This is an optimization exercise on Yosys and OpenROAD, whose aim is small area, not a production implementation.
In this exercise RTL edits were held to simulation tests only and were not proved equivalent to the original.
No driver is modelled on the clock port, so clocking that relies on it looks cheaper here than on a real chip.
Power figures rest on the tool's default switching activity, not on a simulated workload.

$ cat design/flow/design.v
`timescale 1ns / 1ps
`timescale 1ns / 1ps
module MPU_accel_controller(
    input clk,
    input reset,
    output reg [15:0] accel_x,
    output reg [15:0] accel_y,
    output reg [15:0] accel_z,
    output SPI_SS_a,
    output SPI_CK_a,
    output SPI_DO_a,
    input SPI_DI_a,
    output reg arm_read_enable_a
    );
reg [5:0]  c;
reg [5:0]  lo;
reg [7:0]  hi;
reg        ss;
reg [15:0] srn;      
wire [2:0] f = hi[2:0];
wire g      = (hi[7:3] == 5'd0);                     
wire tick   = (c == 6'b001001);
wire lo1    = (lo == 6'd1);
wire [5:0] c_adv = {c[4:0], ~(c[5] ^ c[4])};
wire cgap   = (f == 3'd0) ? c[4] :                   
              f[0]        ? c[3] :                   
                            c[2];                    
wire start  = g & ~(&f) & lo[5] & lo[1] & lo[0] & cgap;
wire hi255  = &hi;
wire lo42   = lo[5] & lo[3] & lo[1];                 
wire zlend  = hi255 & lo42 & ~c[0] & c[3] & c[4];   
always @(posedge clk) begin
    if (reset) begin
        c  <= 6'b010101;     
        lo <= 6'd1;
        hi <= 8'd0;
    end else if (zlend) begin
        c  <= 6'd0;
        lo <= 6'd1;
        hi <= 8'd2;
    end else begin
        c  <= (start | (g & tick)) ? 6'd0 : c_adv;
        lo <= start ? 6'd1 : lo + {5'd0, tick};
        hi <= hi + {7'd0, start | (tick & (&lo))};
    end
end
always @(posedge clk) begin
    if (reset)
        ss <= 1'b1;
    else if (g && lo1 && (c == 6'b000000 || c == 6'b101000))
        ss <= 1'b0;
    else if (lo == 6'd34 && c == 6'b000001)
        ss <= 1'b1;
end
wire isA = (f == 3'd0), isB = (f == 3'd1), isZL = (f == 3'd7);
reg abit;
always @* begin
    case (lo[3:1])
        3'd0: abit = 1'b0;
        3'd1: abit = ~isB;                           
        3'd2: abit = isA | isZL;                     
        3'd3: abit = ~isZL;                          
        3'd4: abit = ~isZL;                          
        3'd5: abit = ~isA & ~isB & ~isZL;            
        3'd6: abit = ~(f == 3'd2) & ~isZL;           
        default: abit = f[1] ^ f[0];                 
    endcase
end
wire lo16_18 = ~lo[5] & lo[4] & ~lo[3] & ~lo[2] & ~(lo[1] & lo[0]);
wire lo31_32 = (lo == 6'd31) | (lo == 6'd32);
wire dbit = (lo[5:4] == 2'b00) ? abit
          : (~f[0] | (isB & (lo16_18 | lo31_32)));
assign SPI_SS_a = ss;
assign SPI_CK_a = ss | lo[0];
assign SPI_DO_a = ~ss & dbit;
wire sample = g && tick && ~lo[0] && !isB &&
              ((lo[5:4] == 2'b01 && lo[3:1] != 3'd0) || lo == 6'd32);
always @(posedge clk)
    if (sample) srn <= {srn[14:0], ~SPI_DI_a};
wire ld   = g && lo1 && c == 6'b000001 && f[0] && (f[1] | f[2]);
wire ld_x = reset | (ld && f[2:1] == 2'b01);
wire ld_y = reset | (ld && f[2:1] == 2'b10);
wire ld_z = reset | (ld && f[2:1] == 2'b11);
wire [15:0] word = ~({srn[7:0], srn[15:8]} | {16{reset}});
always @(posedge clk) begin
    if (ld_x) accel_x <= word;
    if (ld_y) accel_y <= word;
    if (ld_z) accel_z <= word;
end
always @(posedge clk) begin
    if (reset)
        arm_read_enable_a <= 1'b0;
    else if (hi255 && lo[4] && lo[3] && ~lo[2] && lo[1] && ~lo[0] && c == 6'b011110)
        arm_read_enable_a <= 1'b1;
    else if (hi255 && lo42 && c[0] && c[3] && ~c[4])    
        arm_read_enable_a <= 1'b0;
end
endmodule
$ cat design/flow/flow/run.sh
#!/bin/bash
# The standard layout (standard.sh) with three changes:
#  1. after the standard synthesis, the combinational logic between the registers is
#     re-mapped by ABC for area (registers, their names and cell types are untouched);
#  2. port buffers are made from the smallest buffer cell;
#  3. the clock tree is built by flow/cts_hook.tcl instead of TritonCTS.
set -euo pipefail
WORK=$(pwd)
LIB=$FLOW_HOME/platforms/$FLOW_PLATFORM/lib/sky130_fd_sc_hd__tt_025C_1v80.lib
YOSYS=$FLOW_HOME/../tools/install/yosys/bin/yosys
[[ -x $YOSYS ]] || YOSYS=yosys
R=$WORK/orfs/results/$FLOW_PLATFORM/MPU_accel_controller/base

export BUFFER_PORTS_ARGS="-buffer_cell sky130_fd_sc_hd__buf_1"
export FLOW_DIR_OWN=$WORK/flow
export PRE_CTS_TCL=$WORK/flow/cts_hook.tcl
export CTS_ARGS="-clk_nets clk -dont_use_dummy_load"

# 1. standard synthesis
bash standard.sh synth > synth_make.log 2>&1
cp $R/1_2_yosys.v $WORK/standard_synth.v

# 2. re-map the combinational logic
grep -o 'sky130_fd_sc_hd__[a-z0-9_]*' standard_synth.v | sort -u > used_cells.txt
python3 flow/mkmodels.py $LIB used_cells.txt > cell_models.v
cat > resynth.ys <<EOF
read_liberty -lib $LIB
read_verilog -overwrite cell_models.v
read_verilog standard_synth.v
hierarchy -top $FLOW_TOP
flatten
read_liberty -lib -overwrite $LIB
techmap
opt -purge
abc -script flow/abc_area.scr -liberty $LIB -dont_use *probe* -dont_use *lpflow* -dont_use *bleeder*
opt_clean -purge
hilomap -singleton -hicell sky130_fd_sc_hd__conb_1 HI -locell sky130_fd_sc_hd__conb_1 LO
insbuf -buf sky130_fd_sc_hd__buf_4 A X
check -assert -mapped
stat -liberty $LIB
write_verilog -nohex -nodec resynth.v
EOF
$YOSYS -l resynth.log -q resynth.ys > resynth_stdout.log 2>&1
cp resynth.v $R/1_2_yosys.v

# 3. the rest of the standard layout, from the re-mapped netlist
bash standard.sh > standard_flow.log 2>&1
$ cat design/flow/flow/abc_area.scr
strash
dc2
dch
amap
topo
dnsize
$ cat design/flow/flow/cts_hook.tcl
# Runs before ORFS's CTS step (PRE_CTS_TCL): builds the clock tree by hand, a root
# inverter and one inverter per group of flip-flops, placed at the group's centre.
# ORFS's clock_tree_synthesis then gets -clk_nets clk, which now has one sink, so it
# adds nothing; repair_clock_inverters is made a no-op so it keeps this tree as it is.
source $::env(FLOW_DIR_OWN)/my_cts.tcl
my_cts 3 1 sky130_fd_sc_hd__inv_6 sky130_fd_sc_hd__inv_12
global_connect
proc repair_clock_inverters { args } { }
$ cat design/flow/flow/mkmodels.py
# Verilog functional models of the combinational cells in a netlist, from the liberty file.
import re,sys
lib=open(sys.argv[1]).read(); used=set(open(sys.argv[2]).read().split())
out=[]
for m in re.finditer(r'\n\s*cell\s*\(\s*"?(\w+)"?\s*\)\s*\{',lib):
    name=m.group(1)
    if name not in used: continue
    # cell body: up to next top-level cell
    start=m.end(); nxt=lib.find('\n    cell (',start); body=lib[start:nxt if nxt>0 else len(lib)]
    if re.search(r'\bff\s*\(|\blatch\s*\(|statetable',body): continue
    pins=[]; fns={}
    for pm in re.finditer(r'\n\s*pin\s*\(\s*"?(\w+)"?\s*\)\s*\{',body):
        pn=pm.group(1); seg=body[pm.end():pm.end()+20000]
        d=re.search(r'direction\s*:\s*"?(\w+)"?',seg).group(1)
        pins.append((pn,d))
        if d=='output':
            f=re.search(r'function\s*:\s*"([^"]*)"',seg[:seg.find('timing')] if 'timing' in seg else seg)
            fns[pn]=f.group(1)
    ports=', '.join(p for p,_ in pins)
    lines=['module %s(%s);'%(name,ports)]
    for p,d in pins: lines.append('  %s %s;'%('input' if d=='input' else 'output',p))
    for p,f in fns.items():
        e=f.replace('!','~').replace('*','&').replace('+','|')
        lines.append('  assign %s = %s;'%(p,e))
    lines.append('endmodule')
    out.append('\n'.join(lines))
print('\n'.join(out))
$ cat design/flow/flow/my_cts.tcl
# Clock buffering without TritonCTS: the clock port drives a root cell, which drives
# one leaf cell per group of flip-flops (groups split by position: columns, then rows).
# root "" : the port drives the leaves directly. Root and leaves must together not invert.
proc my_cts { cols rows root_master leaf_master } {
  set db [ord::get_db]
  set block [ord::get_db_block]
  set clknet [$block findNet clk]
  set leaf [$db findMaster $leaf_master]
  set sinks {}
  foreach it [$clknet getITerms] {
    set inst [$it getInst]
    set box [$inst getBBox]
    lappend sinks [list $it [expr { ([$box xMin] + [$box xMax]) / 2 }] [expr { ([$box yMin] + [$box yMax]) / 2 }]]
  }
  set sinks [lsort -integer -index 1 $sinks]
  set n [llength $sinks]
  set groups {}
  for { set c 0 } { $c < $cols } { incr c } {
    set col [lrange $sinks [expr { $c * $n / $cols }] [expr { ($c + 1) * $n / $cols - 1 }]]
    set col [lsort -integer -index 2 $col]
    set m [llength $col]
    for { set r 0 } { $r < $rows } { incr r } {
      lappend groups [lrange $col [expr { $r * $m / $rows }] [expr { ($r + 1) * $m / $rows - 1 }]]
    }
  }
  set drv $clknet
  if { $root_master != "" } {
    set rinst [odb::dbInst_create $block [$db findMaster $root_master] "clkroot_0"]
    set drv [odb::dbNet_create $block "clknet_root"]
    $drv setSigType CLOCK
    [lindex [$rinst getITerms] 0] connect $clknet
    foreach it [$rinst getITerms] {
      if { [$it isOutputSignal] } { $it connect $drv }
      if { [$it isInputSignal] } { $it connect $clknet }
    }
  }
  set g 0
  set lx 0; set ly 0
  foreach grp $groups {
    set inst [odb::dbInst_create $block $leaf "clkleaf_$g"]
    set net [odb::dbNet_create $block "clknet_leaf_$g"]
    $net setSigType CLOCK
    foreach it [$inst getITerms] {
      if { [$it isOutputSignal] } { $it connect $net }
      if { [$it isInputSignal] } { $it connect $drv }
    }
    set sx 0; set sy 0
    foreach s $grp {
      set it [lindex $s 0]
      $it disconnect
      $it connect $net
      set sx [expr { $sx + [lindex $s 1] }]
      set sy [expr { $sy + [lindex $s 2] }]
    }
    set k [llength $grp]
    set x [expr { $sx / $k }]; set y [expr { $sy / $k }]
    $inst setLocation $x $y
    $inst setPlacementStatus PLACED
    set lx [expr { $lx + $x }]; set ly [expr { $ly + $y }]
    incr g
  }
  if { $root_master != "" } {
    $rinst setLocation [expr { $lx / $g }] [expr { $ly / $g }]
    $rinst setPlacementStatus PLACED
  }
}
$ cat design/flow/standard.sh
#!/bin/bash
# synth_recipe.tcl (not shown) runs the flow's synth.tcl, then flattens the netlist and writes it again
# the make line also repeats each setting of config.mk as NAME=value (left out here)
make -C /OpenROAD-flow-scripts/flow DESIGN_CONFIG=/design/flow/config.mk WORK_HOME=/design/flow/orfs CLKGATE_MAP_FILE= SYNTH_SCRIPT=/design/flow/synth_recipe.tcl "${@:-finish}"
$ cat design/flow/config.mk
export PLATFORM = sky130hd
export DESIGN_NAME = MPU_accel_controller
export DESIGN_NICKNAME = MPU_accel_controller
export VERILOG_FILES = /design/flow/design.v
export SDC_FILE = /design/flow/constraint.sdc
export NUM_CORES = 4
export LEC_CHECK = 0
export CAP_MARGIN = 20
export CORE_MARGIN = 2
export CORE_UTILIZATION = 40
export SLEW_MARGIN = 20
$ cat design/flow/constraint.sdc
create_clock -name core_clock -period 5.0 [get_ports {clk}]
set_input_delay 1.0000 -clock core_clock [delete_from_list [all_inputs] [get_ports {clk}]]
set_output_delay 1.0000 -clock core_clock [all_outputs]
set_load 0.01 [all_outputs]
==> run summary, run 1 <==
status no timing/DRC/antenna violations; remaining antenna violation count after routing 0; area grow syn2layout 14.1%; most frequent cells in the layout 64 x edfxtp_1, 54 x buf_1, 48 x nor2_1; sequential share of power 72.1%; setup violators final 0; setup repair after global routing missed its margin no; CP Data Required Time 5.08 ns; Mapped Cells 244; endpoint class of the critical path flip-flop; # IOs 55; Min Hold Slack 0.457 ns; Initial Utilization 40.8%; hold violation count in the final report 0; n_diodes 0; final net count 313; Hold Crit Class reg -> reg; crit-path cells clkinv_1 > or4_1 > nor2_1 > clkinv_1 > nor2_1 > nand2_1 > nor3_1 > nor2_1 > nor2_1 > nand2_1 > nor4_1 > nand2_1 > a22oi_1 > nor2_1; drt wl/cell 13.6 um; slew margin rel. between 60 and 70%; commonest non-fill, non-tap cell in the layout edfxtp_1; Clock power frac 22.6%; hpwl dp approximately 4000 um; net switching power 0.262 mW; maximum clock rate 290 MHz; post-synthesis net count around 250; cell mode on critical path nor2_1; Syn Area/Cell 12.8 um2; Worst Skew 0.0105 ns; Sequential Area 2360 um2; area of the multi-input gates 672 um2; DRT iter0 DRCs 137; clock latency on the worst-skew pair 0.18 ns; delay of the slowest critical-path stage 0.60 ns; site row count 32; post-CTS sizing 0; vias in the first global route 1,838; pwr/cell area 310 nW/um2; DRC viols 0; CP Launch Type flip-flop; critical path arrival 3.52 ns; Worst-path clk slew 0.10 ns; Switching Fraction 23.8%; Leak 1.14 nW; Port Buffers 54; via count 2,023; die area 8530 um2; total power 1.10 mW; Pint 0.842 mW; fin crit share 68.9%; fin cells 410; CP max stage cell or4_1; FILL cells 712; Routability Congestion 0.931; die width slightly above 90 um; global-route wire length before repair 9160 um; pin count of the biggest net entering global routing 30; WL final 5570 um; DP Cell Count slightly above 400; antenna violations before repair 0; post-route minimum period about 3.4 ns; share of layout cells above drive strength 1 3.57%; Fin Setup TNS 0 ns; Comb pwr share under 10%; Avg Vias per Cell 4.93; cts hold-fix bufs 0; peak supply drop 0.000131 V; Util after Layout 46.6%; chip height 92.3 um; final slew viol count 0; slew at the pin with the worst max-slew slack approximately 0.48 ns; Post-Syn Area 3120 um2; core area about 7600 um2; overall routing resource usage a little over an eighth; Yosys warnings 1; CP Max Fanout 5; max-cap violations 0; number of setup buffers added after CTS 0; critical path class reg -> reg; grt ovf 0; first-pass detailed-route iteration total 4
state kept, by name, indices dropped and copies added (netlist names), 6 cells and up:
name and cells:
c 6, accel_z 16, accel_x 16, srn 16, accel_y 16, lo 6
hi 8
area by class of cell:
class	instances	share of cell area, %
Sequential cell	86	66.3
Tap cell	102	3.58
Inverter	29	4.25
Multi-Input combinational cell	133	18.9
Timing Repair Buffer	60	6.96
critical path: cells and delay by family (launching register included):
| family | cells | cell delay (ns) |
|---|---|---|
| AND/OR/NAND/NOR | 11 | 2.57 |
| flip-flops | 1 | 0.37 |
| buffers and inverters | 2 | 0.23 |
| AO/OA/AOI/OAI | 1 | 0.18 |
through the flow:
stage	cell area (um2)	worst slack, ns
6_report	3560	1.56
5_1_grt	3560	1.12
4_1_cts	3560	1.61
3_5_place_dp	3500	1.63
3_3_place_gp	3500	1.73
2_1_floorplan	3120	1.90
power groups by stage:
stage               Clock [mW]  Combinational [mW]  Sequential [mW]
floorplan                    0              0.0207            0.824
global placement             0              0.0604            0.813
detailed placement           0              0.0598            0.813
CTS                      0.203              0.0599            0.813
global route             0.292              0.0658            0.799
finish                   0.249              0.0585            0.796
routing by layer:
metal  track usage (%)  wire length, um
met5                 0                0
met4             0.995               27
met3              1.46              377
met2              22.6             2670
met1              19.0             2490
path summary, 6_finish.rpt:
path	from	to	slack [ns]	cells after the start
setup / recovery	c[3]	hi[7]	1.56	14
hold / removal	srn[10]	srn[11]	0.46	0
setup reg to reg	c[3]	hi[7]	1.56	14
hold reg to reg	srn[10]	srn[11]	0.46	0
==> run 2: changes to the inputs <==
--- a/design/flow/flow/run.sh
+++ b/design/flow/flow/run.sh
@@ -12,7 +12,6 @@
 R=$WORK/orfs/results/$FLOW_PLATFORM/MPU_accel_controller/base
 
 export BUFFER_PORTS_ARGS="-buffer_cell sky130_fd_sc_hd__buf_1"
-export FLOW_DIR_OWN=$WORK/flow
 export PRE_CTS_TCL=$WORK/flow/cts_hook.tcl
 export CTS_ARGS="-clk_nets clk -dont_use_dummy_load"
 
==> design/flow/flow/abc_area.scr (replaced) <==
strash
dc2
resub -K 8
dc2
dch
amap
topo
dnsize
==> design/flow/flow/cts_hook.tcl (replaced) <==
# Runs before ORFS's CTS step (PRE_CTS_TCL): builds the clock tree by hand, a root
# inverter and one inverter per group of flip-flops, placed at the group's centre.
# ORFS's clock_tree_synthesis then gets -clk_nets clk, which now has one sink, so it
# adds nothing; repair_clock_inverters is made a no-op so it keeps this tree as it is.
source [file join [file dirname [info script]] my_cts.tcl]
my_cts 3 1 sky130_fd_sc_hd__inv_6 sky130_fd_sc_hd__inv_12
global_connect
proc repair_clock_inverters { args } { }
==> run summary, run 2 <==
status no timing/DRC/antenna violations; DRC viols 0 (unchanged); Fin Setup TNS 0 ns (unchanged); met2 usage 21.8% (-0.81 points); remaining antenna violation count after routing 0 (unchanged); DP Cell Count 404 (-0.49%); global-route wire length before repair 9070 um (-1.1%); die width 92.1 um (-0.25%); total power 1.11 mW (+0.28%); delay of the slowest critical-path stage 0.77 ns (+0.17 ns); Largest delay share family, worst path simple AND/OR/NAND/NOR gates; core area 7610 um2 (-0.52%); post-route minimum period 3.16 ns (-0.285 ns); Sequential Area 2360 um2 (unchanged); CP Launch Type flip-flop; DRT iter0 DRCs 102 (-26%); Port Buffers 54 (unchanged); Routability Congestion 0.890 (-4.4%); CP Data Required Time 5.07 ns (about the same); Worst-path clk slew 0.10 ns (about the same); M3 GR Usage 1.40% (-0.068 points); die area 8480 um2 (-0.50%); chip height 92.1 um (-0.25%); clock latency on the worst-skew pair 0.18 ns (about the same); slew at the pin with the worst max-slew slack 0.987 ns (+0.504 ns); antenna violations before repair 0 (unchanged); hold violation count in the final report 0 (unchanged); Avg Vias per Cell 4.88 (-1.0%); hpwl dp 4040 um (+0.62%); Min Hold Slack 0.456 ns (-0.000952 ns); max-cap violations 0 (unchanged); cts hold-fix bufs 0 (unchanged); critical path class reg -> reg; post-synthesis net count 246 (-0.40%); met1 Resource Use GR 19.0% (about the same); buffer and inverter count on the worst path 2 (unchanged); CP Max Fanout 9 (+4); final net count 311 (-0.64%); share of layout cells above drive strength 1 3.27% (-0.30 points); endpoint class of the critical path flip-flop; pwr/cell area 313 nW/um2 (+0.99%); WL final 5530 um (-0.56%); slew margin rel. 33.5% (-34 points); global routing's busiest layer met2; commonest non-fill, non-tap cell in the layout edfxtp_1; Syn Area/Cell 12.8 um2 (-0.11%); CP max stage cell o21ai_0; # IOs 55 (unchanged); post-place setup slack 1.85 ns (+0.223 ns); FILL cells 710 (-0.28%); drt wl/cell 13.6 um (about the same); fin cells 408 (-0.49%); number of setup buffers added after CTS 0 (unchanged); n_diodes 0 (unchanged); peak supply drop 0.000198 V (+51%); worst setup margin 1.84 ns (+0.285 ns); cell mode on critical path nor2_1; setup violators final 0 (unchanged); Hold Crit Class reg -> reg; crit-path cells clkinv_1 > nor2_1 > nand2_1 > or3_1 > nor2_1 > nand2_1 > o21ai_0 > or2_0 > nor2_1 > clkinv_1 > o21ai_0; Leak 1.13 nW (-0.90%); area grow syn2layout 13.9%; Mapped Cells 243 (-0.41%); Post-Syn Area 3110 um2 (-0.52%); Worst Skew 0.00764 ns (-0.00282 ns); Yosys warnings 1 (unchanged); Initial Utilization 40.8% (about the same); overall routing resource usage 13.0% (-0.19 points); final slew viol count 0 (unchanged); grt ovf 0 (unchanged); post-CTS sizing 0 (unchanged); site row count 32 (unchanged); critical path arrival 3.23 ns (-0.29 ns); pin count of the biggest net entering global routing 30 (unchanged); vias in the first global route 1,911 (+4.0%); first-pass detailed-route iteration total 4 (unchanged); setup repair after global routing missed its margin no; via count 1,993 (-1.5%); maximum clock rate 317 MHz (+9.0%); most frequent cells in the layout 64 x edfxtp_1, 54 x buf_1, 47 x nor2_1; area of the multi-input gates 654 um2 (-2.6%); fin crit share 63.2% (-5.7 points)
==> run 2: final timing paths <==
path	from	endpoint	slack, ns	depth (start not counted)
max	hi[0]	c[4]	1.84	11
min	srn[3]	srn[4]	0.46	0
max reg2reg	hi[0]	c[4]	1.84	11
min reg2reg	srn[3]	srn[4]	0.46	0
==> run 2: layer usage <==
layer  vias up  share of wire, %
li1       1002                 -
met1       925                47
met2        62                46
met3         4               6.1
met4         0              0.61
met5         -                 0
==> run 2: power by group <==
group | internal (mW) | leakage (nW) | total [mW] | switching (mW)
clock network | 0.0379 | 0.0264 | 0.254 | 0.216
registers | 0.788 | 0.804 | 0.797 | 0.00911
logic | 0.0159 | 0.304 | 0.0569 | 0.0410
total | 0.841 | 1.13 | 1.11 | 0.266
==> run 2: final cells by class <==
| type | count | area share, % |
|---|---|---|
| repair buffers | 59 | 6.79 |
| inverters | 29 | 4.28 |
| multi-input cells | 132 | 18.5 |
| flip-flops and latches | 86 | 66.8 |
| well taps | 102 | 3.61 |
==> run 2: through the flow <==
stage          cell area, um2  utilization, %
2_1_floorplan            3110               -
3_3_place_gp             3480            45.7
3_5_place_dp             3480            45.7
4_1_cts                  3540            46.5
5_1_grt                  3540            46.5
6_report                 3540            46.5
==> run 3: changes to the inputs <==
==> design/flow/flow/abc_area.scr (replaced) <==
strash
dc2
dch
amap
topo
dnsize
==> run summary, run 3 <==
Post-Syn Area 3120 um2 (+0.52%); area post-placement 3500 um2 (+0.72%); CP Max Fanout 5 (-4); Hold Crit Class reg -> reg; CP Launch Type flip-flop; critical path class reg -> reg; Worst-path clk slew 0.10 ns (about the same); Min Hold Slack 0.457 ns (+0.000952 ns); post-synthesis net count 247 (+0.41%); WL final 5570 um (+0.56%); design area 3560 um2 (+0.71%); via count 2,023 (+1.5%); crit-path cells clkinv_1 > or4_1 > nor2_1 > clkinv_1 > nor2_1 > nand2_1 > nor3_1 > nor2_1 > nor2_1 > nand2_1 > nor4_1 > nand2_1 > a22oi_1 > nor2_1; status no timing/DRC/antenna violations; Leak 1.14 nW (+0.91%); global-route wire length before repair 9160 um (+1.1%); Yosys warnings 1 (unchanged); Reg2Reg Setup Slack 1.56 ns (-0.29 ns); commonest non-fill, non-tap cell in the layout edfxtp_1; number of setup buffers added after CTS 0 (unchanged); site row count 32 (unchanged); # IOs 55 (unchanged); Mapped Cells 244 (+0.41%); peak supply drop 0.000131 V (-34%); pwr/cell area 310 nW/um2 (-0.98%); maximum clock rate 290 MHz (-8.3%); R2R depth 14 (+3); FILL cells 712 (+0.28%); clock latency on the worst-skew pair 0.18 ns (about the same); Comb pwr share 5.3% (+0.2 points); slew at the pin with the worst max-slew slack 0.483 ns (-0.504 ns); antenna violations before repair 0 (unchanged); Clock power frac 22.6% (-0.3 points); sequential share of power 72.1% (+0.2 points); post-place setup slack 1.63 ns (-0.223 ns); cell mode on critical path nor2_1; pin count of the biggest net entering global routing 30 (unchanged); post-route minimum period 3.44 ns (+0.285 ns); fin crit share 68.9% (+5.7 points); Worst R2R End hi[7]; setup violators final 0 (unchanged); net switching power 0.262 mW (-1.4%); delay of the slowest critical-path stage 0.60 ns (-0.17 ns); most frequent cells in the layout 64 x edfxtp_1, 54 x buf_1, 48 x nor2_1; Pint 0.842 mW (about the same); CP max stage cell or4_1; hold violation count in the final report 0 (unchanged); Syn Area/Cell 12.8 um2 (+0.11%); cts hold-fix bufs 0 (unchanged); core area 7650 um2 (+0.53%); Switching Fraction 23.8% (-0.27 points); Worst Skew 0.0105 ns (+0.00282 ns); final net count 313 (+0.64%); n_diodes 0 (unchanged); critical path arrival 3.52 ns (+0.29 ns); Avg Vias per Cell 4.93 (+1.0%); DRT iter0 DRCs 137 (+34%); Initial Utilization 40.8% (about the same); vias in the first global route 1,838 (-3.8%); overall routing resource usage 13.2% (+0.19 points); Critical Path Source c[3]; final slew viol count 0 (unchanged); grt ovf 0 (unchanged); worst setup margin 1.56 ns (-0.285 ns); Fin Setup TNS 0 ns (unchanged); CP Capture Point hi[7]; die area 8530 um2 (+0.50%); chip height 92.3 um (+0.25%); fin cells 410 (+0.49%); die width 92.3 um (+0.25%); endpoint class of the critical path flip-flop; share of layout cells above drive strength 1 3.57% (+0.30 points); R2R Path Start c[3]; setup repair after global routing missed its margin no; post-CTS sizing 0 (unchanged); DRC viols 0 (unchanged); area grow syn2layout 14.1%; remaining antenna violation count after routing 0 (unchanged); CP Data Required Time 5.08 ns (about the same); hpwl dp 4010 um (-0.62%); slew margin rel. 67.5% (+34 points); Routability Congestion 0.931 (+4.6%); drt wl/cell 13.6 um (about the same); Port Buffers 54 (unchanged); max-cap violations 0 (unchanged); first-pass detailed-route iteration total 4 (unchanged); DP Cell Count 406 (+0.50%)
run 3: final cells by class:
type                       count  area [um2]  area share, %
inverter                      29         151           4.25
tap                          102         128           3.58
multi-input combinational    133         672           18.9
timing repair buffer          60         248           6.96
sequential                    86        2360           66.3
run 3: worst min path at each step:
stage	start	endpoint	cells past startpoint
finish	srn[10]	srn[11]	0
global route	srn[10]	srn[11]	0
CTS	srn[10]	srn[11]	0
detailed placement	srn[10]	srn[11]	0
global placement	srn[3]	srn[4]	0
floorplan	srn[3]	srn[4]	0
run 3: power by group through the flow:
| stage | Clock [mW] | Combinational (mW) | Sequential (mW) |
|---|---|---|---|
| final | 0.249 | 0.0585 | 0.796 |
| after detailed placement | 0 | 0.0598 | 0.813 |
| after global placement | 0 | 0.0604 | 0.813 |
| after floorplan | 0 | 0.0207 | 0.824 |
| after CTS | 0.203 | 0.0599 | 0.813 |
| after global routing | 0.292 | 0.0658 | 0.799 |
run 3: worst max-delay path: cells and delay by family, from the launching register on:
family                 cells  cell delay, ns
AO/OA/AOI/OAI              1            0.18
buffers and inverters      2            0.23
flip-flops                 1            0.37
AND/OR/NAND/NOR           11            2.57
run 3: through the flow:
step	util, %	total power [mW]
3_5_place_dp	45.8	0.873
5_1_grt	46.6	1.16
6_report	46.6	1.10
4_1_cts	46.6	1.08
2_1_floorplan	-	0.845
3_3_place_gp	45.8	0.873
run 3: routing by layer:
metal	part of all wire, %	global-route usage (%)	routed length (um)
met3	6.8	1.46	377
met1	45	19.0	2490
met5	0	0	0
met4	0.49	0.995	27
met2	48	22.6	2670
==> run 4: changes to the inputs <==
--- a/design/flow/config.mk
+++ b/design/flow/config.mk
@@ -5,7 +5,7 @@
 export SDC_FILE = /design/flow/constraint.sdc
 export NUM_CORES = 4
 export LEC_CHECK = 0
-export CAP_MARGIN = 20
+export CAP_MARGIN = 0
 export CORE_MARGIN = 2
 export CORE_UTILIZATION = 40
-export SLEW_MARGIN = 20
+export SLEW_MARGIN = 0
==> run summary, run 4 <==
hpwl dp 4010 um (unchanged); fin cells 410 (unchanged); Largest delay share family, worst path simple AND/OR/NAND/NOR gates; WL final 5570 um (unchanged); critical path class reg -> reg; CP Launch Type flip-flop; Fin Setup TNS 0 ns (unchanged); Syn Area/Cell 12.8 um2 (unchanged); die area 8530 um2 (unchanged); critical path arrival 3.52 ns (about the same); Post-Syn Area 3120 um2 (unchanged); DP Cell Count 406 (unchanged); CP max stage cell or4_1; slew at the pin with the worst max-slew slack 0.483 ns (unchanged); Worst Skew 0.0105 ns (unchanged); first-pass detailed-route iteration total 4 (unchanged); die width 92.3 um (unchanged); core area 7650 um2 (unchanged); maximum clock rate 290 MHz (unchanged); setup repair after global routing missed its margin no; net switching power 0.262 mW (unchanged); site row count 32 (unchanged); hold violation count in the final report 0 (unchanged); Mapped Cells 244 (unchanged); remaining antenna violation count after routing 0 (unchanged); DRC viols 0 (unchanged); share of layout cells above drive strength 1 3.57% (unchanged); Min Hold Slack 0.457 ns (unchanged); buffer and inverter count on the worst path 2 (unchanged); endpoint class of the critical path flip-flop; overall routing resource usage 13.2% (unchanged); status no timing/DRC/antenna violations; Comb pwr share 5.3% (about the same); antenna violations before repair 0 (unchanged); max-cap violations 0 (unchanged); cts hold-fix bufs 0 (unchanged); peak supply drop 0.000131 V (unchanged); global-route wire length before repair 9160 um (unchanged); most frequent cells in the layout 64 x edfxtp_1, 54 x buf_1, 48 x nor2_1; Initial Utilization 40.8% (unchanged); Routability Congestion 0.931 (unchanged); fin crit share 68.9% (unchanged); Port Buffers 54 (unchanged); drt wl/cell 13.6 um (unchanged); Hold Crit Class reg -> reg; Clock power frac 22.6% (about the same); commonest non-fill, non-tap cell in the layout edfxtp_1; post-CTS sizing 0 (unchanged); post-route minimum period 3.44 ns (unchanged); n_diodes 0 (unchanged); Sequential Area 2360 um2 (unchanged); Pint 0.842 mW (unchanged); via count 2,023 (unchanged); clock latency on the worst-skew pair 0.18 ns (about the same); CP Max Fanout 5 (unchanged); FILL cells 712 (unchanged); pwr/cell area 310 nW/um2 (unchanged); crit-path cells clkinv_1 > or4_1 > nor2_1 > clkinv_1 > nor2_1 > nand2_1 > nor3_1 > nor2_1 > nor2_1 > nand2_1 > nor4_1 > nand2_1 > a22oi_1 > nor2_1; post-synthesis net count 247 (unchanged); pin count of the biggest net entering global routing 30 (unchanged); Avg Vias per Cell 4.93 (unchanged); area of the multi-input gates 672 um2 (unchanged); cell mode on critical path nor2_1; final slew viol count 0 (unchanged); area grow syn2layout 14.1% (unchanged); Leak 1.14 nW (unchanged); final net count 313 (unchanged); sequential share of power 72.1% (about the same); setup violators final 0 (unchanged); Switching Fraction 23.8% (unchanged); # IOs 55 (unchanged); CP Data Required Time 5.08 ns (about the same); Yosys warnings 1 (unchanged); vias in the first global route 1,838 (unchanged); delay of the slowest critical-path stage 0.60 ns (about the same); number of setup buffers added after CTS 0 (unchanged); Worst-path clk slew 0.10 ns (about the same); slew margin rel. 67.5% (unchanged); grt ovf 0 (unchanged); Util after Layout 46.6% (unchanged); chip height 92.3 um (unchanged); DRT iter0 DRCs 137 (unchanged)
-- run 4: cell counts in the layout (fill, tap and decap cells not counted) --
Identical to the previous run, type by type.
-- run 4: worst paths after layout --
path              startpoint       to  slack [ns]  cells past startpoint
setup / recovery        c[3]    hi[7]        1.56                     14
hold / removal       srn[10]  srn[11]        0.46                      0
setup reg to reg        c[3]    hi[7]        1.56                     14
hold reg to reg      srn[10]  srn[11]        0.46                      0
-- run 4: cell type report --
cell class / count / share of cell area, %
Inverter: 29 / 4.25
Multi-Input combinational cell: 133 / 18.9
Timing Repair Buffer: 60 / 6.96
Sequential cell: 86 / 66.3
Tap cell: 102 / 3.58
-- run 4: power by group through the flow --
stage	clock (mW)	sequential [mW]	combinational, mW
6_report	0.249	0.796	0.0585
5_1_grt	0.292	0.799	0.0658
4_1_cts	0.203	0.813	0.0599
3_5_place_dp	0	0.813	0.0598
3_3_place_gp	0	0.813	0.0604
2_1_floorplan	0	0.824	0.0207
-- run 4: through the flow --
| step | area, um2 | power, mW | setup slack, ns |
|---|---|---|---|
| floorplan | 3120 | 0.845 | 1.90 |
| global placement | 3500 | 0.873 | 1.73 |
| detailed placement | 3500 | 0.873 | 1.63 |
| CTS | 3560 | 1.08 | 1.61 |
| global route | 3560 | 1.16 | 1.12 |
| finish | 3560 | 1.10 | 1.56 |
-- run 4: layer usage --
metal / vias up / part of all wire (%) / global-route usage (%)
li1: 1017 / - / -
met1: 919 / 45 / 19.0
met2: 83 / 48 / 22.6
met3: 4 / 6.8 / 1.46
met4: 0 / 0.49 / 0.995
met5: - / 0 / 0
==> run 5: changes to the inputs <==
--- a/design/flow/design.v
+++ b/design/flow/design.v
@@ -19,27 +19,28 @@
 reg [15:0] srn;      
 wire [2:0] f = hi[2:0];
 wire g      = (hi[7:3] == 5'd0);                     
-wire tick   = (c == 6'b001001);
+wire tick   = (c == 6'b100101);                               
+wire k1     = ~c[4] & ~c[2] & ~c[1] & ~c[0];                  
 wire lo1    = (lo == 6'd1);
-wire [5:0] c_adv = {c[4:0], ~(c[5] ^ c[4])};
-wire cgap   = (f == 3'd0) ? c[4] :                   
-              f[0]        ? c[3] :                   
-                            c[2];                    
+wire [5:0] c_adv = {c[4:0], c[5] ^ c[0]};
+wire cgap   = (f == 3'd0) ? c[3] :                   
+              f[0]        ? c[2] :                   
+                            c[1];                    
 wire start  = g & ~(&f) & lo[5] & lo[1] & lo[0] & cgap;
 wire hi255  = &hi;
 wire lo42   = lo[5] & lo[3] & lo[1];                 
-wire zlend  = hi255 & lo42 & ~c[0] & c[3] & c[4];   
+wire zlend  = hi255 & lo42 & c[4] & c[1];            
 always @(posedge clk) begin
     if (reset) begin
-        c  <= 6'b010101;     
+        c  <= 6'b011000;     
         lo <= 6'd1;
         hi <= 8'd0;
     end else if (zlend) begin
-        c  <= 6'd0;
+        c  <= 6'b010000;
         lo <= 6'd1;
         hi <= 8'd2;
     end else begin
-        c  <= (start | (g & tick)) ? 6'd0 : c_adv;
+        c  <= (start | (g & tick)) ? 6'b010000 : c_adv;
         lo <= start ? 6'd1 : lo + {5'd0, tick};
         hi <= hi + {7'd0, start | (tick & (&lo))};
     end
@@ -47,9 +48,10 @@
 always @(posedge clk) begin
     if (reset)
         ss <= 1'b1;
-    else if (g && lo1 && (c == 6'b000000 || c == 6'b101000))
+    else if (g && lo1 && ((~c[5] & ~c[3] & ~c[2] & ~c[1] & ~c[0]) ||    
+                          (~c[5] & ~c[4] & ~c[2] & c[1] & ~c[0])))    
         ss <= 1'b0;
-    else if (lo == 6'd34 && c == 6'b000001)
+    else if (lo == 6'd34 && k1)
         ss <= 1'b1;
 end
 wire isA = (f == 3'd0), isB = (f == 3'd1), isZL = (f == 3'd7);
@@ -77,7 +79,7 @@
               ((lo[5:4] == 2'b01 && lo[3:1] != 3'd0) || lo == 6'd32);
 always @(posedge clk)
     if (sample) srn <= {srn[14:0], ~SPI_DI_a};
-wire ld   = g && lo1 && c == 6'b000001 && f[0] && (f[1] | f[2]);
+wire ld   = g && lo1 && k1 && f[0] && (f[1] | f[2]);
 wire ld_x = reset | (ld && f[2:1] == 2'b01);
 wire ld_y = reset | (ld && f[2:1] == 2'b10);
 wire ld_z = reset | (ld && f[2:1] == 2'b11);
@@ -90,9 +92,9 @@
 always @(posedge clk) begin
     if (reset)
         arm_read_enable_a <= 1'b0;
-    else if (hi255 && lo[4] && lo[3] && ~lo[2] && lo[1] && ~lo[0] && c == 6'b011110)
+    else if (hi255 && lo[4] && lo[3] && ~lo[2] && lo[1] && ~lo[0] && c == 6'b110101)
         arm_read_enable_a <= 1'b1;
-    else if (hi255 && lo42 && c[0] && c[3] && ~c[4])    
+    else if (hi255 && lo42 && ~c[3] && c[2] && c[0])    
         arm_read_enable_a <= 1'b0;
 end
 endmodule
==> design/flow/flow/abc_area.scr (replaced) <==
strash
&get -n
&deepsyn -T 90
&put
dch
amap
topo
dnsize
--- a/design/flow/config.mk
+++ b/design/flow/config.mk
@@ -5,7 +5,7 @@
 export SDC_FILE = /design/flow/constraint.sdc
 export NUM_CORES = 4
 export LEC_CHECK = 0
-export CAP_MARGIN = 0
+export CAP_MARGIN = 20
 export CORE_MARGIN = 2
 export CORE_UTILIZATION = 40
-export SLEW_MARGIN = 0
+export SLEW_MARGIN = 20
==> run summary, run 5 <==
cts hold-fix bufs 0 (unchanged); WL final 5640 um (+1.3%); die width 91.6 um (-0.81%); global routing's busiest layer met2; first-pass detailed-route iteration total 4 (unchanged); Util after Layout 47.7% (+1.1 points); pwr/cell area 319 nW/um2 (+2.8%); antenna violations before repair 0 (unchanged); vias in the first global route 1,855 (+0.92%); Fin Setup TNS 0 ns (unchanged); Sequential Area 2360 um2 (unchanged); pin count of the biggest net entering global routing 30 (unchanged); net switching power 0.274 mW (+4.3%); Mapped Cells 229 (-6.1%); post-synthesis net count 232 (-6.1%); number of setup buffers added after CTS 0 (unchanged); endpoint class of the critical path output pin; fin crit share 64.8% (-4.1 points); CP Max Fanout 7 (+2); share of layout cells above drive strength 1 3.44% (-0.14 points); hold violation count in the final report 0 (unchanged); sequential share of power 71.4% (-0.7 points); R2R depth 11 (-3); critical path class reg -> out; peak supply drop 0.000134 V (+2.5%); Routability Congestion 0.904 (-2.8%); Worst-path clk slew 0.11 ns (about the same); slew margin rel. 45.6% (-22 points); Worst Skew 0.0187 ns (+0.00822 ns); Comb pwr share 5.1% (-0.2 points); Pint 0.841 mW (-0.16%); Avg Vias per Cell 5.02 (+1.6%); hpwl dp 3930 um (-2.1%); Initial Utilization 41.9% (+1.0 points); status no timing/DRC/antenna violations; drt wl/cell 14.5 um (+6.5%); Yosys warnings 1 (unchanged); Worst Hold Depth 0 (unchanged); site row count 31 (-3.1%); # IOs 55 (unchanged); n_diodes 0 (unchanged); DRT iter0 DRCs 72 (-47%); area of the multi-input gates 634 um2 (-5.6%); setup violators final 0 (unchanged); setup repair after global routing missed its margin no; remaining antenna violation count after routing 0 (unchanged); clock latency on the worst-skew pair 0.18 ns (about the same); Post-Syn Area 3070 um2 (-1.7%); grt ovf 0 (unchanged); Port Buffers 54 (unchanged); met1 Resource Use GR 18.4% (-0.66 points); final slew viol count 0 (unchanged); Switching Fraction 24.6% (+0.80 points); overall routing resource usage 13.5% (+0.31 points); max-cap violations 0 (unchanged); CP Launch Type flip-flop; slew at the pin with the worst max-slew slack 0.807 ns (+0.324 ns); CP Data Required Time 4.00 ns (-1.08 ns); post-route minimum period 3.24 ns (-0.206 ns); FILL cells 663 (-6.9%); post-CTS sizing 0 (unchanged); chip height 91.6 um (-0.81%); via count 1,956 (-3.3%); critical path arrival 2.24 ns (-1.28 ns); DRC viols 0 (unchanged); Syn Area/Cell 13.4 um2 (+4.8%); global-route wire length before repair 9270 um (+1.1%); most frequent cells in the layout 64 x edfxtp_1, 54 x buf_1, 44 x nor2_1; core area 7330 um2 (-4.1%); Clock power frac 23.6% (+1.0 points); final net count 296 (-5.4%); met2 usage 24.0% (+1.4 points); Hold Crit Class reg -> reg; commonest non-fill, non-tap cell in the layout edfxtp_1; maximum clock rate 309 MHz (+6.3%); Min Hold Slack 0.461 ns (+0.00428 ns); area grow syn2layout 13.8%; Leak 1.12 nW (-2.2%); M3 GR Usage 1.41% (-0.054 points); die area 8390 um2 (-1.6%)
## run 5: final timing paths
| path | start | end | slack (ns) |
|---|---|---|---|
| worst max-delay path | hi[0] | SPI_DO_a | 1.76 |
| worst min-delay path | srn[8] | srn[9] | 0.46 |
| worst min register to register | srn[8] | srn[9] | 0.46 |
| worst max register to register | c[2] | hi[7] | 1.97 |
## run 5: routing by layer
layer | up-vias | share of wire [%]
met2 | 59 | 49
met3 | 6 | 4.9
met4 | 0 | 1.3
li1 | 960 | -
met1 | 931 | 44
met5 | - | 0
## run 5: cell type report
class | instances | area share [%]
sequential | 86 | 67.6
timing repair buffer | 58 | 6.66
multi-input combinational | 121 | 18.2
tap | 99 | 3.55
inverter | 26 | 4.01
## run 5: power by group through the flow
stage                     sequential (mW)  clock [mW]  combinational (mW)
after floorplan                     0.823           0              0.0184
after global placement              0.812           0              0.0570
after detailed placement            0.812           0              0.0572
after CTS                           0.812       0.203              0.0573
after global routing                0.797       0.300              0.0624
final                               0.795       0.263              0.0563
## run 5: critical path, cell delays in order (launching register included)
cell       delay (ns)
dfxtp_1          0.43
clkinv_1         0.23
nor2_1           0.20
nand2_1          0.17
o22a_1           0.22
nor2_1           0.09
nor3_1           0.05
a2111oi_0        0.26
a2111oi_0        0.11
nor2_1           0.13
nor2_1           0.05
buf_1            0.12
## run 5: stage by stage
stage               instances  instance area [um2]  power (mW)  setup slack (ns)
floorplan                 229                 3070       0.842              1.89
global placement          386                 3440       0.869              1.94
detailed placement        386                 3440       0.869              2.00
CTS                       390                 3490        1.07              2.01
global route              390                 3490        1.16              1.47
finish                    390                 3490        1.11              1.76
==> run 6: changes to the inputs <==
==> design/flow/flow/abc_area.scr (replaced) <==
strash
dc2
resub -K 8
dc2
dch
amap
topo
dnsize
==> run summary, run 6 <==
grt ovf 0 (unchanged); pin count of the biggest net entering global routing 30 (unchanged); antenna violations before repair 0 (unchanged); delay of the slowest critical-path stage 0.47 ns (+0.04 ns); wl on met1 2570 um (+2.6%); Pint 0.840 mW (-0.11%); status no timing/DRC/antenna violations; remaining antenna violation count after routing 0 (unchanged); Initial Utilization 40.7% (-1.2 points); maximum clock rate 312 MHz (+0.92%); pwr/cell area 315 nW/um2 (-1.4%); critical path class reg -> out; max-cap violations 0 (unchanged); setup violators final 0 (unchanged); Fin Setup TNS 0 ns (unchanged); Util after Layout 46.2% (-1.4 points); worst setup margin 1.79 ns (+0.0294 ns); net switching power 0.266 mW (-2.7%); cell mode on critical path nor3_1; DP Cell Count 400 (+3.6%); vias in the first global route 1,790 (-3.5%); core area 7610 um2 (+3.8%); DR WL met3 376 um (+37%); fin cells 404 (+3.6%); # IOs 55 (unchanged); met2 WL 2500 um (-10%); most frequent cells in the layout 64 x edfxtp_1, 54 x buf_1, 52 x nor2_1; final net count 307 (+3.7%); peak supply drop 0.000108 V (-19%); post-CTS sizing 0 (unchanged); DRC viols 0 (unchanged); total power 1.11 mW (-0.75%); area grow syn2layout 13.7%; drt wl/cell 13.6 um (-6.2%); fin crit share 64.2% (-0.59 points); crit-path cells clkinv_1 > nor3_1 > nor4_1 > a2111oi_0 > nor3_1 > o21a_1 > nor3_1 > buf_1; CP max stage cell dfxtp_1; Port Buffers 54 (unchanged); cts hold-fix bufs 0 (unchanged); Avg Vias per Cell 4.86 (-3.0%); n_diodes 0 (unchanged); CP Launch Type flip-flop; number of setup buffers added after CTS 0 (unchanged); setup repair after global routing missed its margin no; die area 8450 um2 (+0.74%); top sig layer met4; overall routing resource usage 13.0% (-0.52 points); Post-Syn Area 3090 um2 (+0.77%); hpwl dp 3960 um (+0.76%); post-synthesis net count 243 (+4.7%); CP Data Required Time 4.00 ns (about the same); Mapped Cells 240 (+4.8%); endpoint class of the critical path output pin; sequential share of power 72.1% (+0.7 points); die width 91.9 um (+0.37%); Syn Area/Cell 12.9 um2 (-3.8%); global-route wire length before repair 8960 um (-3.3%); Worst Skew 0.0115 ns (-0.00720 ns); chip height 91.9 um (+0.37%); DRT iter0 DRCs 111 (+54%); design area 3520 um2 (+0.64%); Switching Fraction 24.1% (-0.49 points); post-route minimum period 3.21 ns (-0.0294 ns); Yosys warnings 1 (unchanged); WL final 5480 um (-2.8%); Min Hold Slack 0.460 ns (-0.00121 ns); Leak 1.11 nW (-1.1%); buffer and inverter count on the worst path 2 (unchanged); site row count 32 (+3.2%); commonest non-fill, non-tap cell in the layout edfxtp_1; area post-placement 3460 um2 (+0.66%); hold violation count in the final report 0 (unchanged); slew at the pin with the worst max-slew slack 0.952 ns (+0.145 ns); final slew viol count 0 (unchanged); share of layout cells above drive strength 1 2.98% (-0.46 points); post-place setup slack 1.95 ns (-0.0484 ns); first-pass detailed-route iteration total 5 (+1); critical path arrival 2.21 ns (-0.03 ns); Hold Crit Class reg -> reg; Routability Congestion 0.902 (-0.28%); CP Max Fanout 7 (unchanged); Largest delay share family, worst path simple AND/OR/NAND/NOR gates; Worst-path clk slew 0.10 ns (about the same); via count 1,965 (+0.46%); Comb pwr share 4.7% (-0.4 points); clock latency on the worst-skew pair 0.18 ns (about the same); slew margin rel. 36.0% (-9.6 points); Clock power frac 23.2% (-0.4 points)
-- run 6: area by class of cell --
cell class | count | area, um2
fill | 722 | 4090
sequential | 86 | 2360
multi-input combinational | 129 | 642
timing repair buffer | 58 | 233
inverter | 29 | 151
tap | 102 | 128
-- run 6: worst paths after layout --
path	from	endpoint	slack, ns	cells past startpoint
setup / recovery	hi[0]	SPI_DO_a	1.79	8
hold / removal	srn[11]	srn[12]	0.46	0
setup reg to reg	hi[0]	c[3]	1.96	9
hold reg to reg	srn[11]	srn[12]	0.46	0
-- run 6: routing by layer --
metal / vias to the layer above / track usage (%)
met2: 58 / 21.4
met5: - / 0
li1: 997 / -
met3: 5 / 1.97
met4: 0 / 1.12
met1: 905 / 19.0
-- run 6: power groups by stage --
| stage | Combinational (mW) | Sequential (mW) | Clock (mW) |
|---|---|---|---|
| 2_1_floorplan | 0.0165 | 0.824 | 0 |
| 3_3_place_gp | 0.0530 | 0.814 | 0 |
| 3_5_place_dp | 0.0533 | 0.814 | 0 |
| 4_1_cts | 0.0534 | 0.814 | 0.203 |
| 5_1_grt | 0.0583 | 0.800 | 0.297 |
| 6_report | 0.0520 | 0.797 | 0.257 |
==> run 7: changes to the inputs <==
==> design/flow/flow/abc_area.scr (replaced) <==
strash
&get -n
&deepsyn -T 90
&put
dch
amap
topo
dnsize
--- a/design/flow/flow/cts_hook.tcl
+++ b/design/flow/flow/cts_hook.tcl
@@ -3,6 +3,6 @@
 # ORFS's clock_tree_synthesis then gets -clk_nets clk, which now has one sink, so it
 # adds nothing; repair_clock_inverters is made a no-op so it keeps this tree as it is.
 source [file join [file dirname [info script]] my_cts.tcl]
-my_cts 3 1 sky130_fd_sc_hd__inv_6 sky130_fd_sc_hd__inv_12
+my_cts 2 2 sky130_fd_sc_hd__inv_4 sky130_fd_sc_hd__inv_8
 global_connect
 proc repair_clock_inverters { args } { }
--- a/design/flow/config.mk
+++ b/design/flow/config.mk
@@ -7,5 +7,5 @@
 export LEC_CHECK = 0
 export CAP_MARGIN = 20
 export CORE_MARGIN = 2
-export CORE_UTILIZATION = 40
+export CORE_UTILIZATION = 65
 export SLEW_MARGIN = 20
==> run summary, run 7 <==
status no timing/DRC/antenna violations; hold violation count in the final report 0 (unchanged); commonest non-fill, non-tap cell in the layout edfxtp_1; design area 3430 um2 (-2.5%); grt ovf 0 (unchanged); # IOs 55 (unchanged); core area 4440 um2 (-42%); slew margin rel. 44.5% (+8.5 points); net switching power 0.261 mW (-1.9%); hpwl dp 3650 um (-7.9%); Util after Layout 77.1% (+31 points); endpoint class of the critical path output pin; number of setup buffers added after CTS 0 (unchanged); Mapped Cells 229 (-4.6%); remaining antenna violation count after routing 0 (unchanged); Critical Path Source hi[0]; die width 72.7 um (-21%); DRT iter0 DRCs 75 (-32%); Post-Syn Area 3070 um2 (-0.77%); post-synthesis net count 232 (-4.5%); Clock power frac 22.3% (-0.9 points); Syn Area/Cell 13.4 um2 (+4.0%); Pint 0.835 mW (-0.60%); slew at the pin with the worst max-slew slack 0.824 ns (-0.128 ns); DRC viols 0 (unchanged); Worst Hold Launch srn[10]; Comb pwr share 5.1% (+0.4 points); CP Max Fanout 7 (unchanged); share of layout cells above drive strength 1 3.44% (+0.46 points); Worst Skew 0.0119 ns (+0.000391 ns); overall routing resource usage 18.7% (+5.7 points); vias in the first global route 1,720 (-3.9%); die area 5290 um2 (-37%); Initial Utilization 69.1% (+28 points); WL final 5120 um (-6.7%); critical path arrival 2.16 ns (-0.05 ns); Port Buffers 54 (unchanged); peak supply drop 0.000154 V (+43%); fin cells 343 (-15%); site row count 24 (-25%); post-CTS sizing 0 (unchanged); Worst-path clk slew 0.10 ns (about the same); area grow syn2layout 11.7%; pwr/cell area 320 nW/um2 (+1.6%); Routability Congestion 0.916 (+1.5%); post-route minimum period 3.16 ns (-0.0522 ns); Hold Crit Class reg -> reg; cts hold-fix bufs 0 (unchanged); fin crit share 63.1% (-1.0 points); worst setup margin 1.84 ns (+0.0522 ns); Leak 1.12 nW (+0.84%); setup repair after global routing missed its margin no; Yosys warnings 1 (unchanged); CP Launch Type flip-flop; pin count of the biggest net entering global routing 23 (-23%); R2R depth 11 (+2); post-place setup slack 2.07 ns (+0.120 ns); max-cap violations 0 (unchanged); Worst Hold Depth 0 (unchanged); Fin Setup TNS 0 ns (unchanged); area post-placement 3380 um2 (-2.4%); CP Data Required Time 4.00 ns (about the same); critical path class reg -> out; final slew viol count 0 (unchanged); Switching Fraction 23.8% (-0.24 points); Worst R2R End hi[7]; via count 1,948 (-0.87%); maximum clock rate 317 MHz (+1.7%); antenna violations before repair 0 (unchanged); DP Cell Count 338 (-16%); total power 1.10 mW (-0.90%); clock latency on the worst-skew pair 0.21 ns (+0.03 ns); Reg2Reg Setup Slack 2.03 ns (+0.07 ns); drt wl/cell 14.9 um (+9.9%); most frequent cells in the layout 64 x edfxtp_1, 54 x buf_1, 44 x nor2_1; final net count 296 (-3.6%); Avg Vias per Cell 5.68 (+17%); chip height 72.7 um (-21%); R2R Path Start c[2]; global-route wire length before repair 7860 um (-12%); worst hold endpoint srn[11]; Min Hold Slack 0.461 ns (+0.00108 ns); setup violators final 0 (unchanged); first-pass detailed-route iteration total 4 (-1); n_diodes 0 (unchanged); sequential share of power 72.6% (+0.5 points)
## run 7: area by class of cell
class | instances | area, um2
flip-flops and latches | 86 | 2360
fillers | 292 | 1020
multi-input cells | 121 | 642
repair buffers | 57 | 225
inverters | 27 | 134
well taps | 52 | 65.1
## run 7: worst max-delay path: stages, from the launching register on
cell and delay, ns:
dfxtp_1 0.42, clkinv_1 0.22, nor2_1 0.18, nand2_1 0.16, o22a_1 0.21, nor2_1 0.09
nor3_1 0.05, a2111oi_0 0.26, a2111oi_0 0.10, nor2_1 0.10, nor2_1 0.04, buf_1 0.13
## run 7: worst max-delay path by stage
stage	endpoint	slack, ns	cells after the start
2_1_floorplan	accel_x[0]	1.89	7
3_3_place_gp	c[3]	2.06	7
3_5_place_dp	c[3]	2.07	7
4_1_cts	hi[7]	2.08	11
5_1_grt	SPI_DO_a	1.53	11
6_report	SPI_DO_a	1.84	11
## run 7: layer usage
layer | part of all wire [%] | up-vias | GRT usage (%)
met2 | 52 | 62 | 33.0
met4 | 1.4 | 0 | 3.29
met3 | 5.8 | 8 | 2.49
met1 | 41 | 917 | 25.4
met5 | 0 | - | 0
li1 | - | 961 | -
## run 7: power groups by stage
stage	sequential, mW	clock (mW)	combinational (mW)
2_1_floorplan	0.823	0	0.0184
3_3_place_gp	0.812	0	0.0549
3_5_place_dp	0.812	0	0.0564
4_1_cts	0.812	0.192	0.0564
5_1_grt	0.799	0.269	0.0614
6_report	0.796	0.245	0.0554
==> run 8: changes to the inputs <==
--- a/design/flow/config.mk
+++ b/design/flow/config.mk
@@ -7,5 +7,5 @@
 export LEC_CHECK = 0
 export CAP_MARGIN = 20
 export CORE_MARGIN = 2
-export CORE_UTILIZATION = 65
+export CORE_UTILIZATION = 80
 export SLEW_MARGIN = 20
==> run summary, run 8 <==
Post-Syn Area 3070 um2 (unchanged); post-synthesis net count 232 (unchanged); area post-placement 3360 um2 (-0.59%); Syn Area/Cell 13.4 um2 (unchanged); hpwl dp 5880 um (+61%); status stopped before the end; post-CTS sizing 0 (unchanged); die width 65.9 um (-9.3%); Yosys warnings 1 (unchanged); chip height 65.9 um (-9.3%); # IOs 55 (unchanged); error msg [ERROR DPL-0033] detailed placement checks failed during check placement.; site row count 22 (-8.3%); Stopped at clock tree synthesis (4_1_cts); Initial Utilization 83.2% (+14 points); Routability Congestion 0.942 (+2.9%); cts hold-fix bufs 0 (unchanged); Mapped Cells 229 (unchanged); Port Buffers 54 (unchanged); number of setup buffers added after CTS 0 (unchanged)
-- run 8: power groups by stage --
stage	Clock [mW]	Sequential (mW)	Combinational (mW)
after floorplan	0	0.823	0.0184
after global placement	0	0.811	0.0529
after detailed placement	0	0.815	0.0590
-- run 8: how the worst max path moves through the flow --
stage,from,end,slack (ns)
floorplan,hi[6],accel_x[0],1.89
global placement,reset,c[3],1.69
detailed placement,reset,c[3],1.40
-- run 8: per-stage QoR --
step                setup WS [ns]  total power [mW]  std cells
floorplan                    1.89             0.842        229
global placement             1.69             0.864        333
detailed placement           1.40             0.874        333
==> run 9: changes to the inputs <==
--- a/design/flow/config.mk
+++ b/design/flow/config.mk
@@ -7,5 +7,6 @@
 export LEC_CHECK = 0
 export CAP_MARGIN = 20
 export CORE_MARGIN = 2
-export CORE_UTILIZATION = 80
+export CORE_UTILIZATION = 40
+export GPL_TIMING_DRIVEN = 0
 export SLEW_MARGIN = 20
==> run summary, run 9 <==
Initial Utilization 41.8% (-41 points); post-synthesis net count 230 (-0.86%); DRC viols 0; Mapped Cells 227 (-0.87%); Sequential Area 2360 um2; chip height 91.5 um (+39%); cts hold-fix bufs 0 (unchanged); clock latency on the worst-skew pair 0.23 ns; vias in the first global route 1,785; most frequent cells in the layout 64 x edfxtp_1, 54 x buf_1, 42 x nor2_1; pin count of the biggest net entering global routing 23; setup violators final 0; DP Cell Count 385 (+16%); core area 7330 um2; die area approximately 8400 um2; remaining antenna violation count after routing 0; post-route minimum period approximately 3.4 ns; Avg Vias per Cell 4.94; fin cells 390; grt ovf 0; global-route wire length before repair 8850 um; max-cap violations 0; overall routing resource usage between 10% and 20%; number of setup buffers added after CTS 0 (unchanged); Yosys warnings 1 (unchanged); endpoint class of the critical path flip-flop; Worst-path clk slew 0.11 ns; n_diodes 0; Worst Hold Depth 0; commonest non-fill, non-tap cell in the layout edfxtp_1; hpwl dp 4020 um (-32%); post-place setup slack 1.52 ns (+0.116 ns); Hold Crit Class reg -> reg; Fin Setup TNS 0 ns; DRT iter0 DRCs 120; antenna violations before repair 0; worst setup margin 1.65 ns; area of the multi-input gates roughly 650 um2; critical path class reg -> reg; drt wl/cell 14.1 um; worst hold endpoint srn[3]; post-CTS sizing 0 (unchanged); peak supply drop 0.000107 V; slew margin rel. 35.8%; Worst R2R End lo[5]; die width 91.5 um (+39%); share of layout cells above drive strength 1 under 10%; final net count 296; Syn Area/Cell 13.5 um2 (+0.63%); Util after Layout between 40 and 50%; Port Buffers 54 (unchanged); Reg2Reg Setup Slack 1.65 ns; CP Max Fanout 8; site row count 31 (+41%); status no timing/DRC/antenna violations; pwr/cell area 313 nW/um2; maximum clock rate 298 MHz; # IOs 55 (unchanged); setup repair after global routing missed its margin no; first-pass detailed-route iteration total 4; critical path arrival 3.46 ns; final slew viol count 0; R2R depth 11; Worst Skew 0.0170 ns; Post-Syn Area 3060 um2 (-0.24%); hold violation count in the final report 0; fin crit share 67.1%; via count 1,927; FILL cells 679; CP Data Required Time 5.11 ns; area grow syn2layout 15.2%; slew at the pin with the worst max-slew slack 0.954 ns; Routability Congestion 0.986 (+4.6%); CP Launch Type flip-flop; Min Hold Slack between 0.4 and 0.5 ns; WL final ~5500 um; R2R Path Start hi[1]; Worst Hold Launch srn[2]; Leak about 1.1 nW
run 9: final cells by class:
class / count / share of cell area [%]
sequential: 86 / 67.0
multi-input combinational: 118 / 18.4
timing repair buffer: 59 / 7.20
inverter: 28 / 3.90
tap: 99 / 3.51
run 9: critical path, stage by stage, from the launching register on:
cell and delay [ns]:
dfxtp_1 0.47, clkinv_1 0.19, nor2_1 0.21, clkinv_1 0.16, nor2_1 0.23, and4_1 0.22, nand4_1 0.17, or2_0 0.26
o21ai_0 0.75, nor2_1 0.27, clkinv_1 0.24, nor3_1 0.07
run 9: metrics by stage:
| step | instance area, um2 | power, mW |
|---|---|---|
| 2_1_floorplan | 3060 | 0.841 |
| 3_3_place_gp | 3390 | 0.867 |
| 3_5_place_dp | 3480 | 0.870 |
| 4_1_cts | 3530 | 1.06 |
| 5_1_grt | 3530 | 1.15 |
| 6_report | 3530 | 1.11 |
run 9: routing by layer:
layer | wire [um] | GRT usage [%]
met1 | 2430 | 17.5
met2 | 2550 | 21.7
met4 | 133 | 3.28
met5 | 0 | 0
met3 | 395 | 1.24
run 9: worst max path at each step:
stage,from,slack (ns),cells past startpoint,to
2_1_floorplan,lo[3],1.92,5,accel_x[0]
3_3_place_gp,hi[3],0.89,5,accel_x[14]
3_5_place_dp,reset,1.52,6,lo[5]
4_1_cts,reset,1.51,6,lo[5]
5_1_grt,hi[2],1.33,11,lo[5]
6_report,hi[1],1.65,11,lo[5]
run 9: power by group:
group | switching [mW] | total (mW) | internal (mW)
clock | 0.221 | 0.253 | 0.0320
combinational | 0.0399 | 0.0564 | 0.0165
sequential | 0.00865 | 0.796 | 0.787
total | 0.270 | 1.11 | 0.836
==> run 10: changes to the inputs <==
--- a/design/flow/config.mk
+++ b/design/flow/config.mk
@@ -8,5 +8,4 @@
 export CAP_MARGIN = 20
 export CORE_MARGIN = 2
 export CORE_UTILIZATION = 40
-export GPL_TIMING_DRIVEN = 0
 export SLEW_MARGIN = 20
==> run summary, run 10 <==
chip height 91.6 um (+0.11%); hpwl dp 3930 um (-2.2%); share of layout cells above drive strength 1 3.77% (-1.0 points); Fin Setup TNS 0 ns (unchanged); endpoint class of the critical path output pin; worst hold endpoint srn[15]; Avg Vias per Cell 4.99 (+0.99%); Min Hold Slack 0.465 ns (+0.00504 ns); setup violators final 0 (unchanged); clock latency on the worst-skew pair 0.22 ns (about the same); Routability Congestion 0.904 (-8.3%); post-CTS sizing 0 (unchanged); FILL cells 662 (-2.5%); setup repair after global routing missed its margin no; hold violation count in the final report 0 (unchanged); site row count 31 (unchanged); commonest non-fill, non-tap cell in the layout edfxtp_1; first-pass detailed-route iteration total 4 (unchanged); final net count 297 (+0.34%); area of the multi-input gates 634 um2 (-2.5%); max-cap violations 0 (unchanged); Reg2Reg Setup Slack 1.99 ns (+0.34 ns); die width 91.6 um (+0.11%); peak supply drop 0.0000974 V (-8.6%); Syn Area/Cell 13.4 um2 (-0.63%); pwr/cell area 317 nW/um2 (+1.1%); area post-placement 3440 um2 (-1.2%); die area 8390 um2 (+0.23%); cts hold-fix bufs 0 (unchanged); Initial Utilization 41.9% (+0.10 points); critical path class reg -> out; Port Buffers 54 (unchanged); CP Data Required Time 4.00 ns (-1.11 ns); final slew viol count 0 (unchanged); Leak 1.12 nW (-1.3%); worst setup margin 1.72 ns (+0.0768 ns); core area 7330 um2 (unchanged); remaining antenna violation count after routing 0 (unchanged); fin crit share 65.5% (-1.5 points); R2R Path Start c[2]; via count 1,951 (+1.2%); Worst-path clk slew 0.11 ns (about the same); n_diodes 0 (unchanged); CP max stage cell dfxtp_1; Worst Hold Depth 0 (unchanged); CP Launch Type flip-flop; pin count of the biggest net entering global routing 23 (unchanged); R2R depth 11 (unchanged); Post-Syn Area 3070 um2 (+0.25%); DRT iter0 DRCs 75 (-38%); Worst R2R End hi[7]; grt ovf 0 (unchanged); delay of the slowest critical-path stage 0.43 ns (-0.32 ns); total power 1.10 mW (about the same); Largest delay share family, worst path simple AND/OR/NAND/NOR gates; antenna violations before repair 0 (unchanged); CP Max Fanout 7 (-1); Yosys warnings 1 (unchanged); post-place setup slack 2.00 ns (+0.478 ns); drt wl/cell 14.6 um (+3.3%); post-synthesis net count 232 (+0.87%); design area 3490 um2 (-1.2%); critical path arrival 2.28 ns (-1.18 ns); post-route minimum period 3.28 ns (-0.0768 ns); crit-path cells clkinv_1 > nor2_1 > nand2_1 > o22a_1 > nor2_1 > nor3_1 > a2111oi_0 > a2111oi_0 > nor2_1 > nor2_1 > buf_1; Worst Hold Launch srn[14]; number of setup buffers added after CTS 0 (unchanged); Worst Skew 0.0156 ns (-0.00135 ns); buffer and inverter count on the worst path 2 (-1); global-route wire length before repair 9230 um (+4.4%); slew at the pin with the worst max-slew slack 0.807 ns (-0.146 ns); Sequential Area 2360 um2 (unchanged); Hold Crit Class reg -> reg; maximum clock rate 305 MHz (+2.3%); Mapped Cells 229 (+0.88%); status no timing/DRC/antenna violations; overall routing resource usage 13.5% (+0.75 points); vias in the first global route 1,837 (+2.9%); slew margin rel. 45.6% (+9.8 points); # IOs 55 (unchanged); most frequent cells in the layout 64 x edfxtp_1, 54 x buf_1, 44 x nor2_1; area grow syn2layout 13.6%; cell mode on critical path nor2_1; WL final 5700 um (+3.5%); DRC viols 0 (unchanged)
-- run 10: through the flow --
| stage | instances | utilization [%] |
|---|---|---|
| finish | 391 | 47.6 |
| floorplan | 229 | - |
| global placement | 386 | 46.9 |
| CTS | 391 | 47.6 |
| detailed placement | 386 | 46.9 |
| global route | 391 | 47.6 |
-- run 10: worst max path at each step --
stage	from	end	cells after the start	slack, ns
finish	hi[0]	SPI_DO_a	11	1.72
global route	hi[0]	SPI_DO_a	11	1.43
CTS	hi[0]	SPI_DO_a	11	2.01
detailed placement	hi[0]	SPI_DO_a	11	2.00
global placement	hi[0]	SPI_DO_a	11	1.94
floorplan	hi[6]	accel_x[0]	7	1.89
-- run 10: metal layers --
| layer | part of all wire (%) | routed length (um) | vias up | global-route usage (%) |
|---|---|---|---|---|
| li1 | - | - | 966 | - |
| met1 | 44 | 2510 | 915 | 18.5 |
| met2 | 48 | 2760 | 61 | 23.4 |
| met3 | 5.7 | 325 | 9 | 1.66 |
| met4 | 1.8 | 104 | 0 | 2.15 |
| met5 | 0 | 0 | - | 0 |
-- run 10: worst reg2reg max path, stage by stage (launching register included) --
cell and delay [ns]:
dfxtp_1 0.36, clkinv_1 0.09, or2_0 0.23, or4_1 0.52, nor3_1 0.47, a21oi_1 0.18
nor2_1 0.21, and2_0 0.21, nand2_1 0.09, nor2_1 0.16, nand2_1 0.10, a221oi_1 0.30
-- run 10: cell type report --
cell class | count | area share (%)
Sequential cell | 86 | 67.7
Timing Repair Buffer | 58 | 6.67
Multi-Input combinational cell | 121 | 18.2
Inverter | 27 | 3.84
Tap cell | 99 | 3.55
-- run 10: power breakdown --
part	switching, mW	leakage, nW	internal, mW
sequential	0.00806	0.804	0.787
combinational	0.0411	0.290	0.0153
clock	0.221	0.0287	0.0321
total	0.270	1.12	0.835

[separate check: timing with driven ports]
Ports are ideal in the flow. The routed layouts listed here were re-timed in OpenROAD.
Step 1 (the two cells are an assumption about what drives the block):
set clk [get_ports {clk}]
set_driving_cell -lib_cell sky130_fd_sc_hd__clkbuf_16 $clk
set_driving_cell -lib_cell sky130_fd_sc_hd__buf_2 [delete_from_list [all_inputs] $clk]
Step 2 times the ports against the registers' clock, not the clock port: input delays grow and output delays shrink by t, the midpoint of the rising clock arrivals with the driver on.
Slacks: ideal ports / drivers / drivers and shift; pairs: ideal ports / drivers.
run | t (ns) | setup slack, ns | clock arrival spread, ns | worst register clock-pin slew, ns | worst data-port slew with drivers (ns)
run 1 | 0.210 | 1.557 / 1.557 / 1.557 | 0.010 / 0.011 | 0.10 / 0.10 | 0.03
run 2 | 0.212 | 1.842 / 1.842 / 1.842 | 0.008 / 0.008 | 0.10 / 0.10 | 0.04
run 3 | 0.210 | 1.557 / 1.557 / 1.557 | 0.010 / 0.011 | 0.10 / 0.10 | 0.03
run 4 | 0.210 | 1.557 / 1.557 / 1.557 | 0.010 / 0.011 | 0.10 / 0.10 | 0.03
run 5 | 0.219 | 1.762 / 1.718 / 1.937 | 0.018 / 0.018 | 0.11 / 0.11 | 0.03
run 6 | 0.213 | 1.792 / 1.751 / 1.962 | 0.011 / 0.012 | 0.10 / 0.10 | 0.03
run 7 | 0.242 | 1.844 / 1.810 / 2.032 | 0.012 / 0.012 | 0.10 / 0.10 | 0.03
run 9 | 0.253 | 1.646 / 1.646 / 1.573 | 0.017 / 0.017 | 0.11 / 0.11 | 0.03
run 10 | 0.248 | 1.723 / 1.687 / 1.935 | 0.015 / 0.016 | 0.11 / 0.11 | 0.03
After both steps setup and hold are still met in every run listed. For run 9, which loses most, drivers alone change the setup slack by 0.000 ns; drivers and shift together by -0.073 ns.
